Source: an optimization exercise on an open RTL-to-GDS flow (aim: small area, a short achievable clock period and few clock cycles per item). Production flows keep margins and buffers that such runs may drop. Where RTL was checked, it was by simulation tests only, not by an equivalence proof against the original. Function not checked in runs 1, 2 and 6: the RTL went through the layout flow alone.

==> flow/flow/run.sh <==
#!/bin/bash
# Standard synthesis, then the standard ORFS layout steps with repair_timing
# aiming at a shorter period than the constraint (which stays as it is), and
# port buffers of a plain buffer cell.
set -euo pipefail
MARGIN=16.1
bash standard.sh synth > synth.log 2>&1
bash standard.sh SETUP_SLACK_MARGIN=$MARGIN SKIP_BUFFER_REMOVAL=1 \
    "BUFFER_PORTS_ARGS=-inputs -outputs -buffer_cell sky130_fd_sc_hd__buf_4" \
    floorplan place cts route finish > layout.log 2>&1
==> flow/constraint.sdc <==
create_clock -name core_clock -period 22.0 [get_ports {avm_clk}]
set_input_delay 4.4000 -clock core_clock [delete_from_list [all_inputs] [get_ports {avm_clk}]]
set_output_delay 4.4000 -clock core_clock [all_outputs]
set_load 0.01 [all_outputs]
==> flow/standard.sh <==
#!/bin/bash
# synth_recipe.tcl (not shown) runs the flow's synth.tcl, then flattens the netlist and writes it again
# the make line also repeats each setting of config.mk as NAME=value (left out here)
make -C /OpenROAD-flow-scripts/flow DESIGN_CONFIG=/design/flow/config.mk WORK_HOME=/design/flow/orfs CLKGATE_MAP_FILE= SYNTH_SCRIPT=/design/flow/synth_recipe.tcl "${@:-finish}"
==> flow/design.v <==
module Rsa256Core #(
	parameter R  = 6,
	parameter NT = 262,           
	parameter WB = 263,           
	parameter WS = 264            
)(
	input  [WS-1:0] i_scf,
	input  [WS-1:0] i_ssf,
	input           i_cin,
	input  [R-1:0]  i_a,          
	input  [R-1:0]  i_q,          
	input  [WB-1:0] i_b,
	input  [NT-1:0] i_nt,
	output [WS-1:0] o_scf,
	output [WS-1:0] o_ssf,
	output          o_cin
);
localparam W = WS + R;        
wire [(2*R+2)*W-1:0] rows;
assign rows[0 +: W] = {{R{1'b1}}, i_scf};
assign rows[W +: W] = {{R{1'b1}}, i_ssf};
genvar j;
generate for (j = 0; j < R; j = j + 1) begin : g_pp
	wire [WB-1:0] pb = ~(i_b & {WB{i_a[j]}});
	wire [NT-1:0] pn = ~(i_nt & {NT{i_q[j]}});
	if (j == 0) begin : g0
		assign rows[(2*j+2)*W +: W] = {{(W-WB){1'b1}}, pb};
		assign rows[(2*j+3)*W +: W] = {{(W-NT){1'b1}}, pn};
	end else begin : gj
		assign rows[(2*j+2)*W +: W] = {{(W-WB-j){1'b1}}, pb, {j{1'b1}}};
		assign rows[(2*j+3)*W +: W] = {{(W-NT-j){1'b1}}, pn, {j{1'b1}}};
	end
end endgenerate
function automatic [1023:0] row_ranges(input integer dummy);
	reg [1023:0] t;
	integer k;
	begin
		t = 0;
		t[0 +: 32]  = {WS[15:0], 16'd0};
		t[32 +: 32] = {WS[15:0], 16'd0};
		for (k = 0; k < R; k = k + 1) begin
			t[(2*k+2)*32 +: 32] = {16'(k + WB), 16'(k)};
			t[(2*k+3)*32 +: 32] = {16'(k + NT), 16'(k)};
		end
		row_ranges = t;
	end
endfunction
wire [W-1:0] u, v;
CsaTree #(.W(W), .N(2*R+2), .CIN(1), .FILL(1), .RANGE(row_ranges(0))) tree (.rows(rows), .cin(~i_cin), .o_s(u), .o_c(v));
assign o_scf = u[W-1:R];
assign o_ssf = v[W-1:R];
assign o_cin = ~&{u[R-1:0], v[R-1:0]};
endmodule
module Rsa256QNext #(
	parameter R = 6
)(
	input  [2*R-1:0] i_sc,        
	input  [2*R-1:0] i_ss,
	input            i_cin,
	input  [2*R-1:0] i_pa,        
	input  [R-1:0]   i_q,         
	input  [R-1:0]   i_hp,        
	input  [R-1:0]   i_pb,        
	output [R-1:0]   o_q
);
wire [2*R-1:0] vs, vc;
CsaTree #(.W(2*R), .N(3), .CIN(1), .FILL(0)) vtree (.rows({i_sc, i_ss, i_pa}), .cin(i_cin), .o_s(vs), .o_c(vc));
wire clo;
KsAdd #(.W(R)) vlo (.a(vs[R-1:0]), .b(vc[R-1:0]), .ci(1'b0), .s(), .co(clo));
wire [(R+2)*R-1:0] rows;
assign rows[0 +: R] = vs[2*R-1:R];
assign rows[R +: R] = vc[2*R-1:R];
genvar j;
generate for (j = 0; j < R; j = j + 1) begin : g_pp
	assign rows[(j+2)*R +: R] = i_q[j] ? (i_hp << j) : {R{1'b0}};
end endgenerate
wire [R-1:0] hs, hc;
CsaTree #(.W(R), .N(R+2), .CIN(1), .FILL(0)) htree (.rows(rows), .cin(clo), .o_s(hs), .o_c(hc));
wire [R-1:0] ts, tc;
CsaTree #(.W(R), .N(3), .CIN(0), .FILL(0)) ttree (.rows({hs, hc, i_pb}), .cin(1'b0), .o_s(ts), .o_c(tc));
KsAdd #(.W(R)) tadd (.a(ts), .b(tc), .ci(1'b0), .s(o_q), .co());
endmodule
module CsaTree #(
	parameter W    = 8,
	parameter N    = 3,
	parameter CIN  = 0,
	parameter FILL = 0,
	parameter [1023:0] RANGE = 0  
)(
	input  [N*W-1:0] rows,
	input            cin,
	output [W-1:0]   o_s,
	output [W-1:0]   o_c
);
function automatic integer nrows(input integer n, input integer l);
	integer k, i;
	begin
		k = n;
		for (i = 0; i < l; i = i + 1) k = (k / 3) * 2 + (k % 3);
		nrows = k;
	end
endfunction
function automatic integer nlevels(input integer n);
	integer k, l, i;
	begin
		k = n;
		l = 0;
		for (i = 0; i < 32; i = i + 1) if (k > 2) begin k = (k / 3) * 2 + (k % 3); l = l + 1; end
		nlevels = l;
	end
endfunction
localparam L = nlevels(N);
function automatic integer imin(input integer a, input integer b);
	imin = a < b ? a : b;
endfunction
function automatic integer imax(input integer a, input integer b);
	imax = a > b ? a : b;
endfunction
function automatic [8191:0] ranges(input integer dummy);
	reg [8191:0] t;
	integer i, k, g, ni, ng, lo, hi, a;
	begin
		t = 0;
		for (k = 0; k < N; k = k + 1)
			if (RANGE == 0) t[k*32 +: 32] = {16'(W), 16'd0};
			else t[k*32 +: 32] = RANGE[k*32 +: 32];
		for (i = 0; i < L; i = i + 1) begin
			ni = nrows(N, i);
			ng = ni / 3;
			for (g = 0; g < ni - 3 * ng; g = g + 1)
				t[((i+1)*N + g)*32 +: 32] = t[(i*N + 3*ng + g)*32 +: 32];
			for (g = 0; g < ng; g = g + 1) begin
				lo = W;
				hi = 0;
				for (k = 0; k < 3; k = k + 1) begin
					a = i*N + 3*g + k;
					lo = imin(lo, t[a*32 +: 16]);
					hi = imax(hi, t[a*32 + 16 +: 16]);
				end
				t[((i+1)*N + ni - 3*ng + 2*g)*32 +: 32] = {16'(hi), 16'(lo)};
				t[((i+1)*N + ni - 3*ng + 2*g + 1)*32 +: 32] =
					{16'(imin(hi + 1, W)), 16'((CIN && i == 0 && g == 0) ? 0 : lo + 1)};
			end
		end
		ranges = t;
	end
endfunction
localparam [8191:0] RT = ranges(0);
wire [(L+1)*N*W-1:0] r;
genvar i, g;
generate
	assign r[0 +: N*W] = rows;
	for (i = 0; i < L; i = i + 1) begin : g_lvl
		localparam NI = nrows(N, i);
		localparam NG = NI / 3;
		for (g = 0; g < NI - 3 * NG; g = g + 1) begin : g_pass
			assign r[((i+1)*N + g)*W +: W] = r[(i*N + 3*NG + g)*W +: W];
		end
		for (g = 0; g < NG; g = g + 1) begin : g_grp
			localparam integer RLO = RT[((i+1)*N + NI - 3*NG + 2*g)*32 +: 16];
			localparam integer RHI = RT[((i+1)*N + NI - 3*NG + 2*g)*32 + 16 +: 16];
			wire [W-1:0] c;
			CsaRow #(.W(W), .LO(RLO), .HI(RHI), .FILL(FILL)) row (
				.x(r[(i*N + 3*g)*W +: W]),
				.y(r[(i*N + 3*g + 1)*W +: W]),
				.z(r[(i*N + 3*g + 2)*W +: W]),
				.s(r[((i+1)*N + NI - 3*NG + 2*g)*W +: W]),
				.c(c)
			);
			if (CIN && i == 0 && g == 0) begin : g_cin
				assign r[((i+1)*N + NI - 3*NG + 2*g + 1)*W +: W] = {c[W-2:0], cin};
			end else begin : g_nocin
				assign r[((i+1)*N + NI - 3*NG + 2*g + 1)*W +: W] = {c[W-2:0], FILL[0]};
			end
		end
		for (g = NI - NG; g < N; g = g + 1) begin : g_fill
			assign r[((i+1)*N + g)*W +: W] = {W{1'b0}};
		end
	end
endgenerate
assign o_s = r[(L*N)*W +: W];
assign o_c = r[(L*N + 1)*W +: W];
endmodule
module CsaRow #(
	parameter W    = 8,
	parameter LO   = 0,         
	parameter HI   = 8,
	parameter FILL = 0
)(
	input  [W-1:0] x,
	input  [W-1:0] y,
	input  [W-1:0] z,
	output [W-1:0] s,
	output [W-1:0] c
);
genvar i;
generate for (i = 0; i < W; i = i + 1) begin : b
	if (i >= LO && i < HI) begin : fa
		assign s[i] = x[i] ^ y[i] ^ z[i];
		assign c[i] = (x[i] & y[i]) | (x[i] & z[i]) | (y[i] & z[i]);
	end else begin : k
		assign s[i] = FILL[0];
		assign c[i] = FILL[0];
	end
end endgenerate
endmodule
module BkAdd #(
	parameter W = 8
)(
	input  [W-1:0] a,
	input  [W-1:0] b,
	input          ci,
	output [W-1:0] s,
	output         co
);
wire [W-1:0] p;
wire [W:0]   c;
BkCarry #(.W(W)) carry (.a(a), .b(b), .ci(ci), .p(p), .c(c));
assign s  = p ^ c[W-1:0];
assign co = c[W];
endmodule
module BkCarry #(
	parameter W = 8
)(
	input  [W-1:0] a,
	input  [W-1:0] b,
	input          ci,
	output [W-1:0] p,
	output [W:0]   c
);
function automatic integer clog2(input integer x);
	integer n, i;
	begin
		n = 0;
		for (i = 0; i < 31; i = i + 1) if ((1 << i) < x) n = i + 1;
		clog2 = n;
	end
endfunction
localparam L = clog2(W + 1);
wire [(2*L)*(W+1)-1:0] g;
wire [(2*L)*(W+1)-1:0] pp;
assign g[0 +: W+1]  = {a & b, ci};
assign pp[0 +: W+1] = {a ^ b, 1'b0};
genvar lv, j;
generate
	for (lv = 0; lv < L; lv = lv + 1) begin : up
		for (j = 0; j <= W; j = j + 1) begin : b
			if ((j + 1) % (2 << lv) == 0) begin : op
				assign g[(lv+1)*(W+1) + j]  = g[lv*(W+1) + j] | (pp[lv*(W+1) + j] & g[lv*(W+1) + j - (1 << lv)]);
				assign pp[(lv+1)*(W+1) + j] = pp[lv*(W+1) + j] & pp[lv*(W+1) + j - (1 << lv)];
			end else begin : pass
				assign g[(lv+1)*(W+1) + j]  = g[lv*(W+1) + j];
				assign pp[(lv+1)*(W+1) + j] = pp[lv*(W+1) + j];
			end
		end
	end
	for (lv = L - 2; lv >= 0; lv = lv - 1) begin : dn
		for (j = 0; j <= W; j = j + 1) begin : b
			if ((j + 1) % (2 << lv) == (1 << lv) && j + 1 > (2 << lv)) begin : op
				assign g[(2*L-1-lv)*(W+1) + j]  = g[(2*L-2-lv)*(W+1) + j] | (pp[(2*L-2-lv)*(W+1) + j] & g[(2*L-2-lv)*(W+1) + j - (1 << lv)]);
				assign pp[(2*L-1-lv)*(W+1) + j] = pp[(2*L-2-lv)*(W+1) + j] & pp[(2*L-2-lv)*(W+1) + j - (1 << lv)];
			end else begin : pass
				assign g[(2*L-1-lv)*(W+1) + j]  = g[(2*L-2-lv)*(W+1) + j];
				assign pp[(2*L-1-lv)*(W+1) + j] = pp[(2*L-2-lv)*(W+1) + j];
			end
		end
	end
endgenerate
assign c = g[(2*L-1)*(W+1) +: W+1];
assign p = pp[W:1];
endmodule
module KsAdd #(
	parameter W = 8
)(
	input  [W-1:0] a,
	input  [W-1:0] b,
	input          ci,
	output [W-1:0] s,
	output         co
);
wire [W-1:0] p;
wire [W:0]   c;
KsCarry #(.W(W)) carry (.a(a), .b(b), .ci(ci), .p(p), .c(c));
assign s  = p ^ c[W-1:0];
assign co = c[W];
endmodule
module KsCarry #(
	parameter W = 8
)(
	input  [W-1:0] a,
	input  [W-1:0] b,
	input          ci,
	output [W-1:0] p,
	output [W:0]   c
);
function automatic integer clog2(input integer x);
	integer n, i;
	begin
		n = 0;
		for (i = 0; i < 31; i = i + 1) if ((1 << i) < x) n = i + 1;
		clog2 = n;
	end
endfunction
localparam L = clog2(W + 1);
wire [(L+1)*(W+1)-1:0] g;
wire [(L+1)*(W+1)-1:0] pp;
assign g[0 +: W+1]  = {a & b, ci};
assign pp[0 +: W+1] = {a ^ b, 1'b0};
genvar lv, j;
generate
	for (lv = 0; lv < L; lv = lv + 1) begin : lvl
		for (j = 0; j <= W; j = j + 1) begin : b
			if (j >= (1 << lv)) begin : op
				assign g[(lv+1)*(W+1) + j]  = g[lv*(W+1) + j] | (pp[lv*(W+1) + j] & g[lv*(W+1) + j - (1 << lv)]);
				assign pp[(lv+1)*(W+1) + j] = pp[lv*(W+1) + j] & pp[lv*(W+1) + j - (1 << lv)];
			end else begin : pass
				assign g[(lv+1)*(W+1) + j]  = g[lv*(W+1) + j];
				assign pp[(lv+1)*(W+1) + j] = pp[lv*(W+1) + j];
			end
		end
	end
endgenerate
assign c = g[L*(W+1) +: W+1];
assign p = pp[W:1];
endmodule
module MulLo #(
	parameter WA = 6,
	parameter WP = 6
)(
	input  [WA-1:0] a,
	input  [WP-1:0] b,
	output [WP-1:0] p
);
wire [WA*WP-1:0] rows;
genvar j;
generate for (j = 0; j < WA; j = j + 1) begin : g_pp
	assign rows[j*WP +: WP] = a[j] ? (b << j) : {WP{1'b0}};
end endgenerate
wire [WP-1:0] s, c;
CsaTree #(.W(WP), .N(WA), .CIN(0), .FILL(0)) tree (.rows(rows), .cin(1'b0), .o_s(s), .o_c(c));
KsAdd #(.W(WP)) add (.a(s), .b(c), .ci(1'b0), .s(p), .co());
endmodule
module Rsa256Wrapper (
    input         avm_rst,
    input         avm_clk,
    output  [4:0] avm_address,
    output        avm_read,
    input  [31:0] avm_readdata,
    output        avm_write,
    output [31:0] avm_writedata,
    input         avm_waitrequest
);
localparam R  = 10;                           
localparam NT = 256 + R;                     
localparam WB = NT + 1;                      
localparam WS = NT + 2;                      
localparam M  = (WS + R - 1) / R;            
localparam K  = R * M;                       
localparam RX_BASE     = 5'd0;
localparam TX_BASE     = 5'd4;
localparam STATUS_BASE = 5'd8;
localparam S_RXS   = 0;    
localparam S_RXD   = 1;    
localparam S_WAIT  = 2;    
localparam S_NT0   = 3;    
localparam S_NTA   = 4;    
localparam S_NTB   = 5;    
localparam S_DBLA  = 6;    
localparam S_DBLB  = 7;    
localparam S_SCAN  = 8;    
localparam S_MONT  = 9;    
localparam S_CONV  = 10;   
localparam S_FINAL = 11;   
localparam S_TXS   = 12;   
localparam S_TXD   = 13;   
localparam S_PREP  = 14;   
localparam NS      = 15;
localparam O_PRE1 = 0;     
localparam O_PRE2 = 1;     
localparam O_SQR  = 2;     
localparam O_MUL1 = 3;     
localparam O_MUL3 = 4;     
localparam O_FIN  = 5;     
localparam NO     = 6;
logic [NS-1:0] st;
logic [NO-1:0] op;
logic         rd_r, wr_r;                
logic [4:0]   addr_r;
logic         rd_n, wr_n;
logic [4:0]   addr_n;
logic [8:0]   cnt;
logic [8:0]   bitcnt;                    
logic         keyed, started, fr;
logic         sq2;                       
logic [1:0]   mulp;                      
logic         shp, shk;                  
logic [255:0] N, D;
logic [256:0] Q;                         
logic [K-1:0] Cm;                        
logic [K-1:0] C3;                        
logic [WB-1:0] X;
logic [7:0]   txb, rxb;
logic [R-1:0] ad, q, dn, hp;             
logic [2*R-1:0] pa;                      
logic [WS-1:0] Scf, Ssf;                 
logic         cin;
assign avm_address   = addr_r;
assign avm_read      = rd_r;
assign avm_write     = wr_r;
assign avm_writedata = {24'd0, txb};
wire done = !avm_waitrequest;
wire [NT-1:0] Nt = {Q[NT-R:0], {(R-1){1'b1}}};
wire a_x  = op[O_PRE1] || op[O_SQR];
wire a_cm = op[O_MUL1];
wire a_c3 = op[O_PRE2] || op[O_MUL3];
wire d_c3 = op[O_PRE1] || op[O_PRE2];
wire [WS-1:0] t_scf, t_ssf;
wire          t_cin;
Rsa256Core #(.R(R), .NT(NT), .WB(WB), .WS(WS)) step (
    .i_scf(Scf), .i_ssf(Ssf), .i_cin(cin), .i_a(ad), .i_q(q),
    .i_b(X), .i_nt(Nt),
    .o_scf(t_scf), .o_ssf(t_ssf), .o_cin(t_cin)
);
wire [WS-1:0] nsum;
BkAdd #(.W(WS)) add (.a(Scf), .b(Ssf), .ci(~cin), .s(nsum), .co());
wire [WS-1:0] sum = ~nsum;
wire          ge  = ~sum[WS-1];
wire conv_x = st[S_CONV] && !d_c3;       
logic [WB-1:0] X_next;
always_comb begin
    X_next = X;
    if (shp) X_next = {X[WB-9:0], rxb};
    if (conv_x) X_next = sum[WB-1:0];
    if (st[S_DBLB]) X_next = ge ? sum[WB-1:0] : ~Scf[WB-1:0];
end
wire more  = bitcnt != 9'd256;           
wire win3  = D[255] && D[254] && bitcnt != 9'd255;
wire [NO-1:0] op_conv = op[O_PRE1]                     ? (1 << O_PRE2) :
                        (op[O_SQR] && sq2)             ? (1 << O_SQR)  :
                        (op[O_SQR] && mulp == 2'd1)    ? (1 << O_MUL1) :
                        (op[O_SQR] && mulp == 2'd3)    ? (1 << O_MUL3) :
                                                         (1 << O_SQR);
logic [NO-1:0] cn;                       
logic [NO-1:0] op_next;
always_comb begin
    op_next = op;
    if (st[S_SCAN] && more && D[255]) op_next = 1 << O_PRE1;
    if (st[S_FINAL]) op_next = 1 << O_FIN;
    if (st[S_CONV]) op_next = cn;
end
wire decide = st[S_CONV] && !op[O_PRE1] && !op[O_FIN] &&
              !(op[O_SQR] && (sq2 || mulp != 2'd0));
wire [WB-1:0]  X_new  = conv_x ? sum[WB-1:0] : X;
wire [K-1:0]   C3_new = (st[S_CONV] && d_c3) ? {{(K-WB){1'b0}}, sum[WB-1:0]} : C3;
logic [R-1:0] ad_first;
always_comb begin
    ad_first = X[R-1:0];
    if (a_cm) ad_first = Cm[R-1:0];
    if (a_c3) ad_first = C3[R-1:0];
    if (op[O_FIN]) ad_first = {{(R-1){1'b0}}, 1'b1};
end
wire [K-1:0]  Xp = {{(K-WB){1'b0}}, X};
wire [6:0]    didx = cnt[6:0] + 7'd2;
logic [R-1:0] xdig;
always_comb begin
    xdig = '0;
    for (int i = 2; i < M; i++)
        if (didx == i) xdig = Xp[i*R +: R];
end
wire [R-1:0] dn_next = st[S_MONT] ? (a_x ? xdig : a_cm ? Cm[3*R-1:2*R] : a_c3 ? C3[3*R-1:2*R] : {R{1'b0}})
                                  : (a_x ? X[2*R-1:R] : a_cm ? Cm[2*R-1:R] : a_c3 ? C3[2*R-1:R] : {R{1'b0}});
wire [R-1:0]   ad_mont = dn;
wire [R-1:0]   ad_next = st[S_MONT] ? ad_mont : ad_first;
wire [2*R-1:0] pm, pg;
MulLo #(.WA(R), .WP(2*R)) mul_pm (.a(ad_mont), .b(X[2*R-1:0]), .p(pm));
MulLo #(.WA(R), .WP(2*R)) mul_pg (.a(ad_first), .b(X[2*R-1:0]), .p(pg));
wire [R-1:0] q_mont;
Rsa256QNext #(.R(R)) qnext (
    .i_sc(~Scf[2*R-1:0]), .i_ss(~Ssf[2*R-1:0]), .i_cin(cin), .i_pa(pa), .i_q(q),
    .i_hp(hp), .i_pb(pm[R-1:0]), .o_q(q_mont)
);
wire [2*R-1:0] pa_next = st[S_MONT] ? pm : pg;
wire [R-1:0]   q_next  = st[S_MONT] ? q_mont : pg[R-1:0];
wire ntlast = (cnt == R - 1);
wire rot1 = (st[S_SCAN] && more) || (decide && more && !win3);
wire rot2 = decide && more && win3;
always_ff @(posedge avm_clk) begin
    X   <= X_next;
    rxb <= avm_readdata[7:0];
    ad  <= ad_next;
    cn  <= op_conv;
    pa  <= pa_next;
    q   <= q_next;
    dn  <= dn_next;
    hp  <= Q[R:1] + 1'b1;
    txb <= (st[S_TXS] || st[S_TXD] || (st[S_DBLB] && fr)) ? X_next[R+247 -: 8] : 8'd0;
    if (st[S_MONT]) begin
        Scf <= t_scf;
        Ssf <= t_ssf;
        cin <= t_cin;
    end else if (st[S_DBLA] || st[S_DBLB]) begin
        Scf <= st[S_DBLA] ? ~{X[WS-2:256] & {(WS-257){fr}}, X[255:0], 1'b0}
                          : {ge ? nsum[WS-2:0] : Scf[WS-2:0], 1'b1};
        Ssf <= fr ? {{(WS-256-R){1'b0}}, N, {R{1'b0}}} : {{(WS-256){1'b0}}, N};
        cin <= 1'b1;
    end else if (st[S_NTA]) begin
        Scf <= ~{{(WS-257){1'b0}}, Q};
        Ssf <= Q[0] ? '1 : ~{{(WS-256){1'b0}}, N};
        cin <= 1'b0;
    end else begin
        Scf <= '1;
        Ssf <= '1;
        cin <= st[S_FINAL] && !started;
    end
    if (st[S_NT0])
        Q <= {2'b0, N[255:1]};
    else if (st[S_NTB])
        Q <= ntlast ? sum[256:0] : {1'b0, sum[256:1]};
    if (shk) begin
        D <= {D[247:0], X[255:248]};
        N <= {N[247:0], D[255:248]};
    end else if (rot1) begin
        D <= {D[254:0], D[255]};
    end else if (rot2) begin
        D <= {D[253:0], D[255:254]};
    end
    if (st[S_SCAN] && !started)
        Cm <= Xp;
    else if (st[S_MONT] && a_cm)
        Cm <= {Cm[R-1:0], Cm[K-1:R]};
    if (st[S_CONV] && d_c3)
        C3 <= C3_new;
    else if (st[S_MONT] && a_c3)
        C3 <= {C3[R-1:0], C3[K-1:R]};
end
always_comb begin
    rd_n   = st[S_RXS] || st[S_RXD] || st[S_TXS];
    wr_n   = st[S_TXD];
    addr_n = st[S_RXD] ? RX_BASE : st[S_TXD] ? TX_BASE : STATUS_BASE;
    if (st[S_RXS] && done && avm_readdata[7]) addr_n = RX_BASE;
    if (st[S_RXD] && done) begin
        if (cnt == (keyed ? 9'd31 : 9'd95)) rd_n = 1'b0;
        else addr_n = STATUS_BASE;
    end
    if (st[S_DBLB] && fr && cnt == R - 1) begin
        rd_n   = 1'b1;
        addr_n = STATUS_BASE;
    end
    if (st[S_TXS] && done && avm_readdata[6]) begin
        rd_n   = 1'b0;
        wr_n   = 1'b1;
        addr_n = TX_BASE;
    end
    if (st[S_TXD] && done) begin
        rd_n   = 1'b1;
        wr_n   = 1'b0;
        addr_n = STATUS_BASE;
    end
end
always_ff @(posedge avm_clk) begin
    rd_r   <= avm_rst ? 1'b1 : rd_n;
    wr_r   <= avm_rst ? 1'b0 : wr_n;
    addr_r <= avm_rst ? STATUS_BASE : addr_n;
end
always_ff @(posedge avm_clk or posedge avm_rst) begin
    if (avm_rst) begin
        st      <= 1 << S_RXS;
        op      <= 1 << O_SQR;
        cnt     <= 9'd0;
        bitcnt  <= 9'd0;
        keyed   <= 1'b0;
        started <= 1'b0;
        fr      <= 1'b0;
        sq2     <= 1'b0;
        mulp    <= 2'd0;
        shp     <= 1'b0;
        shk     <= 1'b0;
    end else begin
        shp <= (st[S_RXD] || st[S_TXD]) && done;
        shk <= st[S_RXD] && done && !keyed;
        op  <= op_next;
        if (st[S_RXS] && done && avm_readdata[7]) st <= 1 << S_RXD;
        if (st[S_RXD] && done) begin
            cnt <= cnt + 9'd1;
            if (cnt == (keyed ? 9'd31 : 9'd95)) begin
                keyed <= 1'b1;
                cnt   <= 9'd0;
                st    <= 1 << S_WAIT;
            end else begin
                st    <= 1 << S_RXS;
            end
        end
        if (st[S_WAIT]) begin
            cnt <= 9'd1;
            st  <= 1 << S_NT0;
        end
        if (st[S_NT0]) st <= 1 << S_NTA;
        if (st[S_NTA]) st <= 1 << S_NTB;
        if (st[S_NTB]) begin
            cnt <= cnt + 9'd1;
            if (ntlast) begin
                cnt <= 9'd0;
                fr  <= 1'b0;
                st  <= 1 << S_DBLA;
            end else begin
                st  <= 1 << S_NTA;
            end
        end
        if (st[S_DBLA]) st <= 1 << S_DBLB;
        if (st[S_DBLB]) begin
            cnt <= cnt + 9'd1;
            if (fr && cnt == R - 1) begin
                cnt <= 9'd0;
                st  <= 1 << S_TXS;
            end else if (!fr && cnt == K - 1) begin
                cnt     <= 9'd0;
                bitcnt  <= 9'd0;
                started <= 1'b0;
                st      <= 1 << S_SCAN;
            end
        end
        if (st[S_SCAN]) begin
            if (!more) begin
                st <= 1 << S_FINAL;
            end else begin
                bitcnt <= bitcnt + 9'd1;
                if (D[255]) begin
                    started <= 1'b1;
                    cnt     <= 9'd0;
                    st      <= 1 << S_PREP;
                end
            end
        end
        if (st[S_MONT]) begin
            cnt <= cnt + 9'd1;
            if (cnt == M - 1) begin
                cnt <= 9'd0;
                st  <= 1 << S_CONV;
            end
        end
        if (st[S_CONV]) begin
            if (op[O_FIN]) begin
                fr <= 1'b1;
                st <= 1 << S_DBLA;
            end else if (decide && !more) begin
                st <= 1 << S_FINAL;
            end else begin
                st <= 1 << S_PREP;
            end
            if (op[O_SQR] && sq2) sq2 <= 1'b0;
            else if (op[O_SQR]) mulp <= 2'd0;
            if (decide && more) begin
                if (win3) begin
                    bitcnt <= bitcnt + 9'd2;
                    sq2    <= 1'b1;
                    mulp   <= 2'd3;
                end else begin
                    bitcnt <= bitcnt + 9'd1;
                    sq2    <= 1'b0;
                    mulp   <= D[255] ? 2'd1 : 2'd0;
                end
            end
        end
        if (st[S_FINAL]) st <= started ? (1 << S_PREP) : (1 << S_CONV);
        if (st[S_PREP]) st <= 1 << S_MONT;
        if (st[S_TXS] && done && avm_readdata[6]) st <= 1 << S_TXD;
        if (st[S_TXD] && done) begin
            cnt <= cnt + 9'd1;
            if (cnt == 9'd30) begin
                cnt <= 9'd0;
                st  <= 1 << S_RXS;
            end else begin
                st  <= 1 << S_TXS;
            end
        end
    end
end
endmodule
==> flow/config.mk <==
export PLATFORM = sky130hd
export DESIGN_NAME = Rsa256Wrapper
export DESIGN_NICKNAME = Rsa256Wrapper
export VERILOG_FILES = /design/flow/design.v
export SDC_FILE = /design/flow/constraint.sdc
export NUM_CORES = 8
export LEC_CHECK = 0
export CAP_MARGIN = 20
export CORE_MARGIN = 2
export CORE_UTILIZATION = 40
export CTS_CLUSTER_DIAMETER = 100
export CTS_CLUSTER_SIZE = 18
export SETUP_SLACK_MARGIN = 1.0
export SLEW_MARGIN = 45
export SYNTH_HIERARCHICAL = 1
==> results.ini, run 1 <==
[critical_path]
endpoint=txb[0]
criticalPathCategory=reg -> reg
r2r_slack_ns=16.02
startpoint=Scf[144]
crit_path_max_fanout=5
regToRegEndpoint=txb[0]
end_kind=register
startpoint_type=register
ff2ff_path_depth=19
cp_data_required_time_ns=22.79
r2r_start=Scf[144]
cp.arrival_ns=6.77

[detailed_routing]
met1_length_um=379000
route.detailed.drc=0
met3_length_um=118000
vias_per_cell=6.00
routed-via-count=204000
ant_nets=0
drtPass1Iterations=6
drtIter0Drc=26700
routed_wl_um=1010000
wl_per_cell_um=29.6
highest_layer=met5
wl_met2_um=444000

[clock_network]
clock_latency_ns=1.01
cts_tree=built
cts_root_buffer=clkbuf_16
clock_sinks=2244
htree_levels=4
cts.clk_slew.worst_paths_ns=0.09
clk_path_buf_depth=4
numCtsBuffers=164

[global_routing]
grt_use_total_pct=29.1
grt_overflow=0
grt_pass1_wl_um=1480000
antenna_found_initial=47
grt_pass1_vias=213000
grt_start_max_net_pins=201

[synthesis]
syn_avg_cell_area_um2=10.5
netlist_area_um2=271000
synthCells=25700
ys_warn_count=7

[sta]
hold_violations=0
rsz0062_at_grt=yes
fmax_mhz=167
period_needed_ns=5.98
worst_pin_slew_ns=0.952
fin_ws_ns=16.02
tns_ns=0
slew_headroom_pct=36.5
finClkSkew_ns=0.0902
holdWs_ns=0.365
post-route-period-util_pct=27.2
setup_viol=0
finalMaxSlewViolations=0

[place]
detailedPlace.worstSlack_ns=14.34
placed_cell_area_um2=277000
port-buffer-count=22
place.gp.congestion=0.968
post-place-cells=33500
dp_hpwl_um=722000

[finish]
utilization_pct=42.6
instances_no_fill=34000
area_delta_synth_final_pct=6.21
fin_area_um2=287000
fill_cells=64000
drive_above_1_share_pct=6.81
final_nets=31100
layout_common_cells=8,348 x nand2_1, 5,868 x fa_1, 1,560 x edfxtp_1
final_common_cell=nand2_1

[floorplanning]
dieArea_um2=683000
rows=302
ios=74
start_util_pct=40.1
fp.dieH_um=827
core_area_um2=675000
die_w_um=827

[min_path]
hp-class=reg -> reg
min_path_cells=2

[flow_run]
maxCapViolCount=0

[run_status]
status=complete, no violations

-- cell type report --
class	count	area [µm²]	area share [%]
Multi-Input combinational cell	21500	199000	69.3
Sequential cell	2244	60900	21.2
Tap cell	8968	11200	3.90
Timing Repair Buffer	863	10400	3.62
Clock buffer	253	4520	1.57
Clock inverter	45	579	0.202
Inverter	127	487	0.169
Antenna cell	39	97.6	0.0340
-- critical path, cell delays in order (launching register included) --
cell and delay [ns]:
dfxtp_1 0.47, ha_1 0.32, a21oi_1 0.20, o211ai_1 0.21
o221ai_1 0.47, a21oi_1 0.18, a211o_2 0.49, a22oi_1 0.29
nand4_1 0.23, a31o_2 0.34, a21o_1 0.23, a41o_1 0.31
xor2_4 0.19, buf_12 0.19, buf_16 0.17, buf_4 0.14
mux2i_1 0.17, and2_1 0.21, o21bai_1 0.18, a21boi_0 0.76
-- worst min path at each step --
| stage | endpoint | from | slack (ns) |
|---|---|---|---|
| finish | op[3] | cn[3] | 0.37 |
| floorplan | cn[1] | op[0] | 0.35 |
| detailed placement | op[2] | cn[2] | 0.42 |
| global placement | op[2] | cn[2] | 0.40 |
| CTS | op[3] | cn[3] | 0.39 |
| global route | op[3] | cn[3] | 0.44 |
-- metal layers --
| metal | vias up | global-route usage [%] |
|---|---|---|
| met5 | - | 0 |
| met4 | 22 | 15.0 |
| met3 | 2588 | 7.84 |
| met2 | 13300 | 44.2 |
| met1 | 107000 | 38.5 |
| li1 | 81500 | - |
-- state kept, by name, summed over array words and instances (netlist names), 2 cells and up --
signal	count
C3	270
Cm	270
D	256
N	256
Q	257
Scf	268
Ssf	268
X	267
ad	10
addr_r	2
bitcnt	9
cn	4
cnt	9
dn	10
hp	10
mulp	2
op	6
pa	20
q	10
rxb	8
st	15
txb	8
-- what timing repair did --
action	CTS	global route
hold buffers	0	0
resized for setup	270	187
buffers inserted	89	45
gates cloned	29	8
pin swaps	72	104
endpoints found under the setup margin	865	268
==> run 2, diff against run 1 <==
--- a/flow/config.mk
+++ b/flow/config.mk
@@ -10,4 +10,2 @@
 export CORE_UTILIZATION = 40
-export CTS_CLUSTER_DIAMETER = 100
-export CTS_CLUSTER_SIZE = 18
 export SETUP_SLACK_MARGIN = 1.0
==> run 2 against run 1 <==
- sequential share of layout area fell by 0.28 points
- worst hold slack improved by 0.0013 ns
- non-clock buffer count fell by 4
- synthesized cell count did not move
- critical path type unchanged
- setup slack improved by 0.020 ns
- synthesized area did not move
- via count rose by 0.77%
==> results.ini, run 2 <==
[sta]
period_needed_ns=5.96
finalMaxSlewViolations=0
post-route-period-util_pct=27.1
tns_ns=0
hold_violations=0
holdWs_ns=0.367
fmax_mhz=168
rsz0062_at_grt=yes
worst_pin_slew_ns=0.903
finClkSkew_ns=0.103
slew_headroom_pct=39.1
setup_viol=0

[detailed_routing]
drtPass1Iterations=7
wl_per_cell_um=29.6
route.detailed.drc=0
ant_nets=0
drtIter0Drc=26300
routed_wl_um=1010000
vias_per_cell=6.01
routed-via-count=206000

[synthesis]
syn_avg_cell_area_um2=10.5
ys_warn_count=7
synthCells=25700
netlist_area_um2=271000

[critical_path]
startpoint_type=register
criticalPathCategory=reg -> reg
cp_data_required_time_ns=22.85
cp.arrival_ns=6.81
end_kind=register
crit_path_max_fanout=4

[run_status]
status=complete, no violations

[place]
post-place-cells=33500
dp_hpwl_um=722000
place.gp.congestion=0.968
port-buffer-count=22

[floorplanning]
start_util_pct=40.1
core_area_um2=675000
ios=74
fp.dieH_um=827
rows=302
dieArea_um2=683000
die_w_um=827

[clock_network]
clock_latency_ns=1.03
cts_root_buffer=clkbuf_16
htree_levels=5
numCtsBuffers=279
clk_path_buf_depth=4
cts.clk_slew.worst_paths_ns=0.06
cts_tree=built
hold_buffers=0
clock_sinks=2244

[finish]
fill_cells=63600
instances_no_fill=34200
layout_common_cells=8,348 x nand2_1, 5,878 x fa_1, 1,560 x edfxtp_1
seq_area_um2=60900
multiInputGateArea_um2=199000
top_regs=C3 x270, Cm x270
final_nets=31200
final_common_cell=nand2_1
area_delta_synth_final_pct=7.63
drive_above_1_share_pct=7.45

[global_routing]
grt_pass1_wl_um=1480000
grt_start_max_net_pins=201
grt_overflow=0
grt_use_total_pct=29.3
grt_pass1_vias=214000
antenna_found_initial=48

[min_path]
hp-class=reg -> reg

[flow_run]
maxCapViolCount=0

==> run 2: changes by cell type in the layout (fill, tap and decap cells not counted), moves of 10 or more <==
cell,before,now
buf_12,101,90
bufinv_16,3,15
clkbuf_1,84,62
clkbuf_16,173,297
clkbuf_8,5,22
clkinv_1,0,43
clkinv_2,3,40
clkinvlp_4,3,13
fa_1,5868,5878
fa_2,19,9
==> run 2: per-layer routing <==
layer | up-vias | routed length [µm] | track usage, %
li1 | 81900 | - | -
met1 | 107000 | 379000 | 38.5
met2 | 13800 | 446000 | 44.3
met3 | 2709 | 122000 | 8.05
met4 | 43 | 67200 | 15.5
met5 | - | 534 | 0
==> run 2: timing repair <==
item	in CTS	in global routing
setup endpoints to repair	872	335
pin swaps	53	92
setup buffers	72	59
gates cloned	28	13
hold endpoints to repair	0	0
resized for setup	243	198
==> run 2: final timing paths <==
path                            endpoint  cells after the start  slack, ns    start
worst min register to register     op[3]                      2       0.37    cn[3]
worst max-delay path              pa[18]                     19      16.04    op[3]
max in group asynchronous            shp                      2      17.85  avm_rst
worst min-delay path               op[3]                      2       0.37    cn[3]
min in group asynchronous         st[13]                      2       3.62  avm_rst
worst max register to register    pa[18]                     19      16.04    op[3]
==> run 2: per-stage QoR <==
| step | setup WS, ns | instance area (µm²) | util, % |
|---|---|---|---|
| 2_1_floorplan | 15.96 | 272000 | - |
| 3_3_place_gp | 13.51 | 274000 | 40.6 |
| 3_5_place_dp | 14.34 | 277000 | 41.0 |
| 4_1_cts | 16.05 | 289000 | 42.7 |
| 5_1_grt | 15.84 | 291000 | 43.1 |
| 6_report | 16.04 | 291000 | 43.1 |
==> run 2: worst max-delay path, stage by stage, from the launching register on <==
cell and delay, ns:
dfrtp_2 0.41, buf_6 0.13, mux2i_4 0.24, nor2_4 0.06
a211o_4 0.40, buf_6 0.16, and2_1 0.16, fa_1 0.49
fa_2 0.58, fa_1 0.42, fa_1 0.48, fa_1 0.58
ha_4 0.23, nand2_1 0.09, o21ai_2 0.08, a311o_1 0.31
o2111a_1 0.28, o22a_1 0.19, xor2_1 0.19, mux2_2 0.28
==> run 2: cell type report <==
| type | instances | share of cell area [%] |
|---|---|---|
| multi-input cells | 21500 | 68.4 |
| flip-flops and latches | 2244 | 20.9 |
| well taps | 8968 | 3.85 |
| repair buffers | 859 | 3.59 |
| clock buffers | 367 | 2.63 |
| clock inverters | 143 | 0.451 |
| inverters | 127 | 0.167 |
| diodes | 39 | 0.0335 |
==> run 3, diff against run 2 <==
--- a/flow/design.v
+++ b/flow/design.v
@@ -495,3 +495,3 @@
     hp  <= Q[R:1] + 1'b1;
-    txb <= (st[S_TXS] || st[S_TXD] || (st[S_DBLB] && fr)) ? X_next[R+247 -: 8] : 8'd0;
+    if (shp || (st[S_DBLB] && fr)) txb <= X_next[R+247 -: 8];
     if (st[S_MONT]) begin
--- a/flow/flow/run.sh
+++ b/flow/flow/run.sh
@@ -5,3 +5,3 @@
 set -euo pipefail
-MARGIN=16.1
+MARGIN=15.9
 bash standard.sh synth > synth.log 2>&1
==> run 3 against run 2 <==
- still clean on timing, DRC and antenna
- global-route usage is essentially flat
- setup slack lost 0.14 ns
- synthesized cell count is essentially flat
- register-to-register slack lost 0.14 ns
- critical path depth is the same
- die area grew 0.10%
- utilization shrank 0.24 points
- wire length grew 0.37%
- sequential share of layout area grew 0.13 points
- first-iteration DRC count grew 0.61%
==> results.ini, run 3 <==
[detailed_routing]
drtIter0Drc=26400
routed-via-count=205000
route.detailed.drc=0
ant_nets=0
drtPass1Iterations=9
routed_wl_um=1020000
vias_per_cell=6.02
wl_per_cell_um=29.8

[critical_path]
cpMostUsedCell=fa_1
max_stage_delay_ns=0.60
end_kind=register
criticalPathCategory=reg -> reg
critPathSlowestCell=fa_1
regToRegEndpoint=pa[18]
r2r_start=op[3]
cp_data_required_time_ns=22.86
crit_family=adder cells
crit_path_max_fanout=14
critPathBufInv=3
cp.arrival_ns=6.95
crit_cells=19
ff2ff_path_depth=19
startpoint_type=register
cp_cell_sequence=buf_12, mux2i_1, o211ai_1, buf_4, buf_8, and2_1, fa_1, fa_1, fa_1, fa_1, fa_1, ha_4, a21oi_2, o21ai_4, a311o_1, o2111a_1, o22a_1, xor2_1, mux2_2
r2r_slack_ns=15.90

[finish]
final_common_cell=nand2_1
final_nets=31200
instances_no_fill=34100
top_regs=C3 x270, Cm x270
utilization_pct=42.9
area_delta_synth_final_pct=6.98
layout_common_cells=8,361 x nand2_1, 5,886 x fa_1, 1,568 x edfxtp_1
fin_area_um2=290000
drive_above_1_share_pct=6.88

[place]
post-place-cells=33400
detailedPlace.worstSlack_ns=13.72
dp_hpwl_um=727000
place.gp.congestion=0.973
port-buffer-count=22
placed_cell_area_um2=277000

[sta]
period_needed_ns=6.10
rsz0062_at_grt=yes
hold_violations=0
worst_pin_slew_ns=0.985
post-route-period-util_pct=27.7
fmax_mhz=164
fin_ws_ns=15.90
tns_ns=0
finClkSkew_ns=0.105
finalMaxSlewViolations=0
setup_viol=0
slew_headroom_pct=34.3

[global_routing]
grt_pass1_vias=214000
grt_pass1_wl_um=1480000
grt_start_max_net_pins=187
grt_overflow=0
grt_use_total_pct=29.2
antenna_found_initial=42

[synthesis]
netlist_area_um2=271000
ys_warn_count=7
synthCells=25700
syn_avg_cell_area_um2=10.5

[floorplanning]
die_w_um=827
start_util_pct=40.1
fp.dieH_um=827
core_area_um2=676000
rows=302
ios=74
dieArea_um2=684000

[flow_run]
maxCapViolCount=0

[clock_network]
cts_root_buffer=clkbuf_16
cts_tree=built
cts.clk_slew.worst_paths_ns=0.06
htree_levels=5
numCtsBuffers=282
clock_sinks=2244
clk_path_buf_depth=4
clock_latency_ns=1.05

[min_path]
hold_path_end=op[3]
hp-start=cn[3]
hp-class=reg -> reg
min_path_cells=2

[run_status]
status=complete, no violations

run 3: changes by cell type in the layout (fill, tap and decap cells not counted), sizes merged, moves of 8 or more:
| cell | before | now |
|---|---|---|
| dfxtp | 637 | 629 |
| a21oi | 581 | 561 |
| a21boi | 14 | 3 |
| a21o | 451 | 460 |
| nand4 | 65 | 74 |
| nand2 | 8565 | 8577 |
| edfxtp | 1560 | 1568 |
| bufbuf | 20 | 8 |
| clkinv | 95 | 105 |
| bufinv | 15 | 23 |
| nor2 | 709 | 693 |
| buf | 824 | 763 |
run 3: layout make-up:
| type | instances | area, µm² |
|---|---|---|
| multi-input combinational | 21500 | 198000 |
| fill | 63700 | 386000 |
| tap | 8968 | 11200 |
| clock buffer | 356 | 7640 |
| timing repair buffer | 792 | 9110 |
| antenna | 38 | 95.1 |
| inverter | 128 | 490 |
| sequential | 2244 | 61000 |
| clock inverter | 159 | 1750 |
run 3: repair_timing:
action | CTS | global route
resized for setup | 135 | 86
hold buffers | 0 | 0
cloned | 14 | 17
endpoints found under the setup margin | 819 | 259
buffers inserted | 49 | 29
pin swaps | 18 | 13
run 3: worst reg2reg max path: cells and delay by family, from the launching register on:
| kind | cells | cell delay (ns) |
|---|---|---|
| fa+ha+maj | 6 | 2.87 |
| compound gates | 6 | 1.26 |
| buf+inv | 3 | 0.51 |
| mux | 2 | 0.50 |
| flops | 1 | 0.43 |
| xor+xnor | 1 | 0.20 |
| simple gates | 1 | 0.19 |
run 3: how the worst max path moves through the flow:
stage | from | endpoint | slack [ns]
floorplan | op[3] | pa[18] | 15.95
global placement | Scf[124] | Scf[131] | 13.06
detailed placement | Scf[4] | Scf[131] | 13.72
CTS | ad[0] | Scf[97] | 15.90
global route | op[3] | pa[18] | 15.71
finish | op[3] | pa[18] | 15.90
run 3: metal layers:
metal / GRT usage, % / wire, µm / vias up
met5: 0 / 310 / -
met3: 7.26 / 118000 / 2615
li1: - / - / 81700
met4: 14.9 / 64300 / 42
met2: 44.3 / 448000 / 13800
met1: 39.1 / 387000 / 107000
run 3: through the flow:
stage               hold WS [ns]
finish                     0.412
floorplan                  0.345
global route               0.415
CTS                        0.400
global placement           0.400
detailed placement         0.414
Testbench counts of run 3, summed over its fixed seeds: cycles 250,615, items 24.
==> run 4, diff against run 3 <==
--- a/flow/flow/run.sh
+++ b/flow/flow/run.sh
@@ -5,3 +5,3 @@
 set -euo pipefail
-MARGIN=15.9
+MARGIN=16.1
 bash standard.sh synth > synth.log 2>&1
==> run 4 against run 3 <==
- first-iteration DRC count is 0.43% lower
- synthesized area stayed put
- sequential cell count is the same
- setup slack better by 0.13 ns
- clock skew up 0.0018 ns
- critical path depth decreased by 18
- critical path type is now reg -> out
- still clean
- final cell count up 0.36%
==> results.ini, run 4 <==
[detailed_routing]
met3_length_um=126000
drtPass1Iterations=9
highest_layer=met5
wl_met2_um=449000
routed-via-count=206000
wl_per_cell_um=30.1
vias_per_cell=6.01
ant_nets=0
met1_length_um=388000
route.detailed.drc=0
routed_wl_um=1030000
drtIter0Drc=26300

[finish]
drive_above_1_share_pct=7.78
fill_cells=63500
seq_area_um2=61000
utilization_pct=43.3
multiInputGateArea_um2=199000
layout_common_cells=8,359 x nand2_1, 5,875 x fa_1, 1,568 x edfxtp_1
final_common_cell=nand2_1
top_regs=C3 x270, Cm x270
area_delta_synth_final_pct=7.98
final_nets=31300

[critical_path]
cp_data_required_time_ns=17.60
startpoint_type=register
critPathSlowestCell=edfxtp_1
crit_family=flip-flops
cp_cell_sequence=buf_6
max_stage_delay_ns=0.38
criticalPathCategory=reg -> out
cp.arrival_ns=1.56
end_kind=output port
critPathBufInv=1
crit_path_max_fanout=1

[global_routing]
grt_start_max_net_pins=168
grt_use_total_pct=29.7
antenna_found_initial=47
grt_pass1_vias=215000
grt_overflow=0
grt_pass1_wl_um=1500000

[sta]
worst_pin_slew_ns=0.944
rsz0062_at_grt=yes
post-route-period-util_pct=27.1
period_needed_ns=5.96
hold_violations=0
finClkSkew_ns=0.107
finalMaxSlewViolations=0
tns_ns=0
setup_viol=0
fmax_mhz=168
slew_headroom_pct=37.0

[floorplanning]
rows=302
dieArea_um2=684000
core_area_um2=676000
fp.dieH_um=827
die_w_um=827
ios=74
start_util_pct=40.1

[clock_network]
cts_root_buffer=clkbuf_16
clock_sinks=2244
cts.clk_slew.worst_paths_ns=0.07
cts_tree=built
htree_levels=5
numCtsBuffers=282
clock_latency_ns=1.06
clk_path_buf_depth=4

[flow_run]
maxCapViolCount=0

[min_path]
hp-class=reg -> reg

[synthesis]
synthCells=25700
netlist_area_um2=271000
syn_avg_cell_area_um2=10.5
ys_warn_count=7

[run_status]
status=complete, no violations

[place]
port-buffer-count=22
dp_hpwl_um=731000
place.gp.congestion=0.975

-- run 4: area by class of cell --
class                      instances  share of cell area (%)
clock buffer                     374                    2.62
timing repair buffer             904                    3.81
sequential                      2244                    20.9
inverter                         128                   0.168
tap                             8968                    3.84
antenna                           51                  0.0436
multi-input combinational      21500                    68.1
clock inverter                   141                   0.527
-- run 4: through the flow --
step | setup WS, ns | hold slack, ns | instance area (µm²) | cells
floorplan | 16.11 | 0.345 | 272000 | 26000
global placement | 12.32 | 0.403 | 275000 | 33300
detailed placement | 13.29 | 0.414 | 277000 | 33500
CTS | 15.99 | 0.381 | 290000 | 34100
global route | 16.00 | 0.439 | 292000 | 34200
finish | 16.04 | 0.379 | 292000 | 34300
-- run 4: worst paths after layout --
check	from	to	slack, ns	cells after the start
setup / recovery	txb[0]	avm_writedata[0]	16.04	1
hold / removal	cn[3]	op[3]	0.38	2
setup reg to reg	Scf[134]	txb[2]	16.10	17
hold reg to reg	cn[3]	op[3]	0.38	2
max in group asynchronous	avm_rst	op[4]	17.89	2
min in group asynchronous	avm_rst	shp	3.60	2
-- run 4: repair_timing --
action                                  4_1_cts  5_1_grt
buffers inserted                             92       38
pin swaps                                    58       93
hold buffers                                  0        0
gates cloned                                 33       18
endpoints found under the setup margin      834      345
gates resized for setup                     305      250
-- run 4: per-layer routing --
layer	track usage [%]	up-vias
met4	15.8	36
met2	44.5	13800
met3	8.06	2725
li1	-	82000
met1	39.4	107000
met5	0	-
-- run 4: worst register-to-register path, stage by stage, from the launching register on --
cell      delay, ns
dfxtp_1        0.35
ha_1           0.37
and4_4         0.21
and2_1         0.16
a221oi_2       0.51
o21ai_1        0.29
a211oi_2       0.59
nand2b_1       0.44
o211ai_4       0.22
buf_12         0.17
a21bo_2        0.32
inv_2          0.14
a21bo_2        0.24
a21o_1         0.21
xor2_1         0.68
mux2i_1        0.28
nand2_1        0.13
o21ai_0        0.25
==> run 5, diff against run 4 <==
--- a/flow/flow/run.sh
+++ b/flow/flow/run.sh
@@ -7,3 +7,3 @@
 bash standard.sh synth > synth.log 2>&1
-bash standard.sh SETUP_SLACK_MARGIN=$MARGIN SKIP_BUFFER_REMOVAL=1 \
+bash standard.sh SETUP_SLACK_MARGIN=$MARGIN \
     "BUFFER_PORTS_ARGS=-inputs -outputs -buffer_cell sky130_fd_sc_hd__buf_4" \
==> run 5 against run 4 <==
- still clean
- die area unchanged
- fmax stayed put
- clock-buffer cell count did not move
- via count stayed put
- critical path type unchanged
==> results.ini, run 5 <==
[run_status]
status=complete, no violations

[synthesis]
ys_warn_count=7
synthCells=25700
syn_avg_cell_area_um2=10.5
netlist_area_um2=271000

[floorplanning]
fp.dieH_um=827
dieArea_um2=684000
core_area_um2=676000
die_w_um=827
rows=302
ios=74
start_util_pct=40.1

[sta]
rsz0062_at_grt=yes
setup_viol=0
worst_pin_slew_ns=0.944
post-route-period-util_pct=27.1
fin_ws_ns=16.04
finalMaxSlewViolations=0
hold_violations=0
finClkSkew_ns=0.107
tns_ns=0
fmax_mhz=168
slew_headroom_pct=37.0
period_needed_ns=5.96

[clock_network]
cts.clk_slew.worst_paths_ns=0.07
clock_latency_ns=1.06
cts_tree=built
numCtsBuffers=282
htree_levels=5
clock_sinks=2244
clk_path_buf_depth=4
cts_root_buffer=clkbuf_16

[detailed_routing]
vias_per_cell=6.01
drtIter0Drc=26300
routed-via-count=206000
routed_wl_um=1030000
drtPass1Iterations=9
route.detailed.drc=0
wl_per_cell_um=30.1
ant_nets=0

[finish]
area_delta_synth_final_pct=7.98
final_nets=31300
final_common_cell=nand2_1
layout_common_cells=8,359 x nand2_1, 5,875 x fa_1, 1,568 x edfxtp_1
top_regs=C3 x270, Cm x270
fin_area_um2=292000
fill_cells=63500
drive_above_1_share_pct=7.78

[min_path]
min_path_cells=2
hp-class=reg -> reg

[critical_path]
max_stage_delay_ns=0.38
crit_cells=1
ff2ff_path_depth=17
startpoint_type=register
end_kind=output port
crit_family=flip-flops
crit_path_max_fanout=1
cp.arrival_ns=1.56
critPathSlowestCell=edfxtp_1
cp_data_required_time_ns=17.60
cp_cell_sequence=buf_6
critPathBufInv=1
criticalPathCategory=reg -> out

[flow_run]
maxCapViolCount=0

[global_routing]
grt_start_max_net_pins=168
grt_pass1_vias=215000
grt_use_total_pct=29.7
grt_overflow=0
grt_pass1_wl_um=1500000
antenna_found_initial=47

[place]
placed_cell_area_um2=277000
dp_hpwl_um=731000
detailedPlace.worstSlack_ns=13.29
place.gp.congestion=0.975
port-buffer-count=22

## run 5: path summary, 6_finish.rpt
check / startpoint / slack [ns] / endpoint
min: cn[3] / 0.38 / op[3]
min in group asynchronous: avm_rst / 3.60 / shp
max reg2reg: Scf[134] / 16.10 / txb[2]
max: txb[0] / 16.04 / avm_writedata[0]
max in group asynchronous: avm_rst / 17.89 / op[4]
min reg2reg: cn[3] / 0.38 / op[3]
## run 5: cell type report
cell class,count,area (µm²),share of cell area [%]
clock buffers,374,7660,2.62
flip-flops and latches,2244,61000,20.9
inverters,128,490,0.168
diodes,51,128,0.0436
clock inverters,141,1540,0.527
repair buffers,904,11200,3.81
multi-input cells,21500,199000,68.1
well taps,8968,11200,3.84
## run 5: metal layers
metal	routed length, µm	share of wire [%]	vias up	track usage [%]
met1	388000	38	107000	39.4
met4	69100	6.7	36	15.8
met3	126000	12	2725	8.06
li1	-	-	82000	-
met5	284	0.028	-	0
met2	449000	44	13800	44.5
## run 5: timing repair
action | CTS | global route
endpoints found under the setup margin | 834 | 345
hold endpoints to repair | 0 | 0
hold buffers | 0 | 0
buffers inserted | 92 | 38
gates cloned | 33 | 18
resized for setup | 305 | 250
pin swaps | 58 | 93
## run 5: stage by stage
stage                     cells  util, %  hold WS [ns]
after floorplan           26000        -         0.345
after global placement    33300     40.7         0.403
after detailed placement  33500     41.1         0.414
after CTS                 34100     42.9         0.381
after global routing      34200     43.3         0.439
final                     34300     43.3         0.379
==> run 6, diff against run 5 <==
--- a/flow/design.v
+++ b/flow/design.v
@@ -352,3 +352,3 @@
 );
-localparam R  = 10;                           
+localparam R  = 11;                           
 localparam NT = 256 + R;                     
@@ -388,2 +388,4 @@
 logic [4:0]   addr_r;
+logic         rd_q;                      
+logic [4:0]   addr_q;                    
 logic         rd_n, wr_n;
@@ -406,2 +408,4 @@
 logic         cin;
+assign rd_r          = ~rd_q;
+assign addr_r        = addr_q ^ STATUS_BASE;
 assign avm_address   = addr_r;
@@ -559,6 +563,12 @@
 end
-always_ff @(posedge avm_clk) begin
-    rd_r   <= avm_rst ? 1'b1 : rd_n;
-    wr_r   <= avm_rst ? 1'b0 : wr_n;
-    addr_r <= avm_rst ? STATUS_BASE : addr_n;
+always_ff @(posedge avm_clk or posedge avm_rst) begin
+    if (avm_rst) begin
+        rd_q   <= 1'b0;
+        wr_r   <= 1'b0;
+        addr_q <= 5'd0;
+    end else begin
+        rd_q   <= ~rd_n;
+        wr_r   <= wr_n;
+        addr_q <= addr_n ^ STATUS_BASE;
+    end
 end
--- a/flow/flow/run.sh
+++ b/flow/flow/run.sh
@@ -7,3 +7,3 @@
 bash standard.sh synth > synth.log 2>&1
-bash standard.sh SETUP_SLACK_MARGIN=$MARGIN \
+bash standard.sh SETUP_SLACK_MARGIN=$MARGIN SKIP_BUFFER_REMOVAL=1 \
     "BUFFER_PORTS_ARGS=-inputs -outputs -buffer_cell sky130_fd_sc_hd__buf_4" \
==> run 6 against run 5 <==
- die area increased by 6.4%
- largest cell class unchanged
- fmax decreased by 5.9%
- global-route usage decreased by 1.4 points
- synthesized cell count increased by 3.8%
- non-clock buffer count increased by 36
- worst hold slack improved by 0.044 ns
- utilization increased by 0.054 points
- clock skew increased by 0.00081 ns
==> results.ini, run 6 <==
[run_status]
status=complete, no violations

[finish]
instances_no_fill=35800
area_delta_synth_final_pct=7.91
final_common_cell=nand2_1
drive_above_1_share_pct=7.97
final_nets=32900
fill_cells=67000
layout_common_cells=8,310 x nand2_1, 6,538 x fa_1, 1,571 x edfxtp_1
top_regs=C3 x275, Cm x275

[place]
place.gp.congestion=0.955
dp_hpwl_um=767000
post-place-cells=35000
port-buffer-count=22

[sta]
fmax_mhz=158
finClkSkew_ns=0.108
finalMaxSlewViolations=0
slew_headroom_pct=38.1
hold_violations=0
post-route-period-util_pct=28.8
worst_pin_slew_ns=0.928
tns_ns=0
rsz0062_at_grt=yes
setup_viol=0
period_needed_ns=6.34

[floorplanning]
die_w_um=853
ios=74
core_area_um2=718000
rows=311
dieArea_um2=727000
start_util_pct=40.2
fp.dieH_um=853

[critical_path]
startpoint_type=register
cp_data_required_time_ns=22.85
crit_path_max_fanout=8
criticalPathCategory=reg -> reg
cp_cell_sequence=buf_12, buf_4, buf_12, mux2i_4, a211oi_4, buf_6, buf_12, and2_4, fa_1, fa_1, fa_1, fa_1, fa_1, ha_4, and2_4, a2111o_1, a41o_4, a21boi_4, nor3b_4, a221o_1, xor2_1, mux2_2
critPathSlowestCell=fa_1
cpMostUsedCell=fa_1
cp.arrival_ns=7.19
max_stage_delay_ns=0.54
end_kind=register

[detailed_routing]
wl_per_cell_um=29.3
drtPass1Iterations=7
routed-via-count=215000
ant_nets=0
vias_per_cell=5.99
routed_wl_um=1050000
route.detailed.drc=0
drtIter0Drc=27000

[clock_network]
cts_tree=built
hold_buffers=0
cts.clk_slew.worst_paths_ns=0.07
numCtsBuffers=280
clock_latency_ns=1.02
htree_levels=5
cts_root_buffer=clkbuf_16
clock_sinks=2263
clk_path_buf_depth=4

[synthesis]
synthCells=26700
netlist_area_um2=288000
ys_warn_count=7
syn_avg_cell_area_um2=10.8

[min_path]
hp-class=reg -> reg

[flow_run]
maxCapViolCount=0

[global_routing]
grt_pass1_wl_um=1540000
grt_overflow=0
antenna_found_initial=52
grt_start_max_net_pins=144
grt_pass1_vias=224000
grt_use_total_pct=28.3

==> run 6: path summary, 6_finish.rpt <==
check                        start  endpoint  slack, ns  cells after the start
setup reg to reg              X[2]    pa[19]      15.66                     22
min in group asynchronous  avm_rst    cnt[4]       3.62                      3
max in group asynchronous  avm_rst       shp      17.91                      3
setup / recovery              X[2]    pa[19]      15.66                     22
hold reg to reg              cn[2]     op[2]       0.42                      2
hold / removal               cn[2]     op[2]       0.42                      2
==> run 6: final cells by class <==
type,instances,area (µm²),share of cell area (%)
diodes,37,92.6,0.0298
multi-input cells,22400,216000,69.4
inverters,147,559,0.180
flip-flops and latches,2263,61500,19.8
well taps,9546,11900,3.84
clock buffers,375,7580,2.44
repair buffers,940,11500,3.71
clock inverters,139,1830,0.589
==> run 6: metal layers <==
metal,GRT usage (%),vias up,wire length (µm)
li1,-,85200,-
met3,7.08,2429,119000
met5,0,-,218
met2,42.8,13600,463000
met1,38.0,113000,403000
met4,14.3,34,66100
==> run 6: worst max-delay path, delay by kind of cell, from the launching register on <==
| kind | cells | cell delay [ns] |
|---|---|---|
| adders and majority gates | 6 | 2.66 |
| AOI/OAI and AO/OA | 5 | 1.28 |
| buffers and inverters | 5 | 0.77 |
| muxes | 2 | 0.44 |
| DFF | 1 | 0.43 |
| and+or+nand+nor | 3 | 0.41 |
| xor gates and xnor gates | 1 | 0.18 |
==> run 6: metrics by stage <==
| step | utilization (%) | instance area (µm²) | setup WS, ns | hold WS, ns |
|---|---|---|---|---|
| floorplan | - | 290000 | 15.93 | 0.345 |
| global placement | 40.7 | 292000 | 12.12 | 0.399 |
| detailed placement | 41.2 | 296000 | 12.57 | 0.410 |
| CTS | 43.0 | 308000 | 15.67 | 0.424 |
| global route | 43.3 | 311000 | 15.52 | 0.464 |
| finish | 43.3 | 311000 | 15.66 | 0.424 |
==> run 6: what timing repair did <==
action / in CTS / in global routing
resized for setup: 373 / 162
endpoints found under the setup margin: 878 / 347
cloned: 21 / 15
buffers inserted: 95 / 77
pin swaps: 111 / 117
==> run 7, diff against run 6 <==
--- a/flow/design.v
+++ b/flow/design.v
@@ -352,3 +352,3 @@
 );
-localparam R  = 11;                           
+localparam R  = 10;                           
 localparam NT = 256 + R;                     
==> run 7 against run 6 <==
- still clean
- via count fell by 5.8%
- final cell count fell by 5.4%
- sequential cell count fell by 19
- wire length fell by 6.6%
- synthesized cell count fell by 4.9%
- critical endpoint is now avm_read
- largest cell class unchanged
==> results.ini, run 7 <==
[synthesis]
netlist_area_um2=271000
ys_warn_count=7
syn_avg_cell_area_um2=10.7
synthCells=25400

[global_routing]
grt_pass1_vias=210000
antenna_found_initial=42
grt_use_total_pct=28.3
grt_start_max_net_pins=180
grt_pass1_wl_um=1440000
grt_overflow=0

[finish]
utilization_pct=43.1
area_delta_synth_final_pct=7.40
multiInputGateArea_um2=199000
seq_area_um2=61000
fin_area_um2=291000
drive_above_1_share_pct=8.40
final_common_cell=nand2_1
layout_common_cells=8,303 x nand2_1, 5,876 x fa_1, 1,568 x edfxtp_1
top_regs=C3 x270, Cm x270
final_nets=30900
fill_cells=63300

[floorplanning]
die_w_um=827
start_util_pct=40.1
fp.dieH_um=827
ios=74
core_area_um2=676000
dieArea_um2=684000
rows=302

[sta]
holdWs_ns=0.418
finalMaxSlewViolations=0
post-route-period-util_pct=27.9
period_needed_ns=6.14
tns_ns=0
hold_violations=0
slew_headroom_pct=35.2
worst_pin_slew_ns=0.969
rsz0062_at_grt=yes
setup_viol=0
fmax_mhz=163
finClkSkew_ns=0.0882

[clock_network]
clock_latency_ns=1.04
numCtsBuffers=283
cts.clk_slew.worst_paths_ns=0.06
cts_tree=built
cts_root_buffer=clkbuf_16
htree_levels=5
hold_buffers=0
clock_sinks=2244
clk_path_buf_depth=4

[critical_path]
cp.arrival_ns=1.74
criticalPathCategory=reg -> out
cp_data_required_time_ns=17.60
end_kind=output port
crit_path_max_fanout=1
startpoint_type=register

[place]
placed_cell_area_um2=277000
port-buffer-count=22
dp_hpwl_um=713000
place.gp.congestion=0.970

[detailed_routing]
route.detailed.drc=0
drtPass1Iterations=7
ant_nets=0
vias_per_cell=5.97
routed-via-count=202000
wl_per_cell_um=29.0
drtIter0Drc=26600
routed_wl_um=981000

[min_path]
hp-class=reg -> reg

[flow_run]
maxCapViolCount=0

[run_status]
status=complete, no violations

run 7: per-layer routing:
layer	share of wire [%]	GRT usage (%)	vias to the layer above
li1	-	-	80800
met1	39	39.0	106000
met2	43	41.9	13200
met3	12	7.07	2109
met4	5.9	13.9	22
met5	0.016	0	-
run 7: worst max-delay path: stages (launching register included):
cell,delay [ns]
dfrtp_2,0.55
inv_2,0.06
buf_6,0.12
run 7: cell type report:
type                    instances  area share (%)
repair buffers                799            3.17
diodes                         17          0.0146
multi-input cells           21200            68.5
inverters                     131           0.170
clock inverters               153           0.622
flip-flops and latches       2244            21.0
clock buffers                 372            2.69
well taps                    8968            3.86
run 7: metrics by stage:
step	std cells	worst slack (ns)
global placement	33000	13.05
finish	33900	15.86
detailed placement	33100	13.75
floorplan	25700	15.92
CTS	33700	15.86
global route	33800	15.82
run 7: path summary, 6_finish.rpt:
kind	start	to	slack, ns	cells past startpoint
setup / recovery	rd_q	avm_read	15.86	2
hold / removal	cn[2]	op[2]	0.42	2
setup reg to reg	op[3]	pa[18]	16.10	18
hold reg to reg	cn[2]	op[2]	0.42	2
max in group asynchronous	avm_rst	fr	17.93	3
min in group asynchronous	avm_rst	cnt[2]	3.62	3
run 7: timing repair:
item                       4_1_cts  5_1_grt
gates cloned                    14       13
resized for setup              206      177
setup endpoints to repair      838      274
pin swaps                       24       91
buffers inserted                52       57
Testbench counts of run 7, summed over its fixed seeds: cycles 250,615, items 24.

[afterwards: timing with drivers on the ports]
How much do the figures lean on ideal ports? The routed layouts below were timed once more, with nothing changed but the port constraints.
Step 1 sets driving cells, clkbuf_16 on the clock port and buf_2 on the other inputs (assumed; they add their load-dependent delay and slew).
Step 2 adds t to the input delays and takes it off the output delays; t is the mean of the earliest and latest rising clock arrival at the registers after step 1. Input paths then give back, and output paths get back, about the clock's delay inside the block.
Three values: ideal, step 1, step 2; two values: the first two.
run | t, ns | setup WS [ns] | hold WS [ns]
run 1 | 1.091 | 16.020 / 16.020 / 15.352 | 0.365 / 0.365 / 0.365
run 2 | 1.103 | 16.040 / 16.021 / 15.320 | 0.367 / 0.367 / 0.367
run 3 | 1.126 | 15.904 / 15.901 / 15.213 | 0.412 / 0.412 / 0.412
run 4 | 1.155 | 16.038 / 15.886 / 15.334 | 0.379 / 0.379 / 0.379
run 5 | 1.155 | 16.038 / 15.886 / 15.334 | 0.379 / 0.379 / 0.379
run 6 | 1.100 | 15.661 / 15.661 / 15.458 | 0.424 / 0.424 / 0.424
run 7 | 1.117 | 15.864 / 15.737 / 15.654 | 0.418 / 0.418 / 0.418
After both steps setup and hold are still met in every run listed. The setup slack of run 2, which loses most, moves by -0.019 ns with the drivers and by -0.720 ns with both steps.
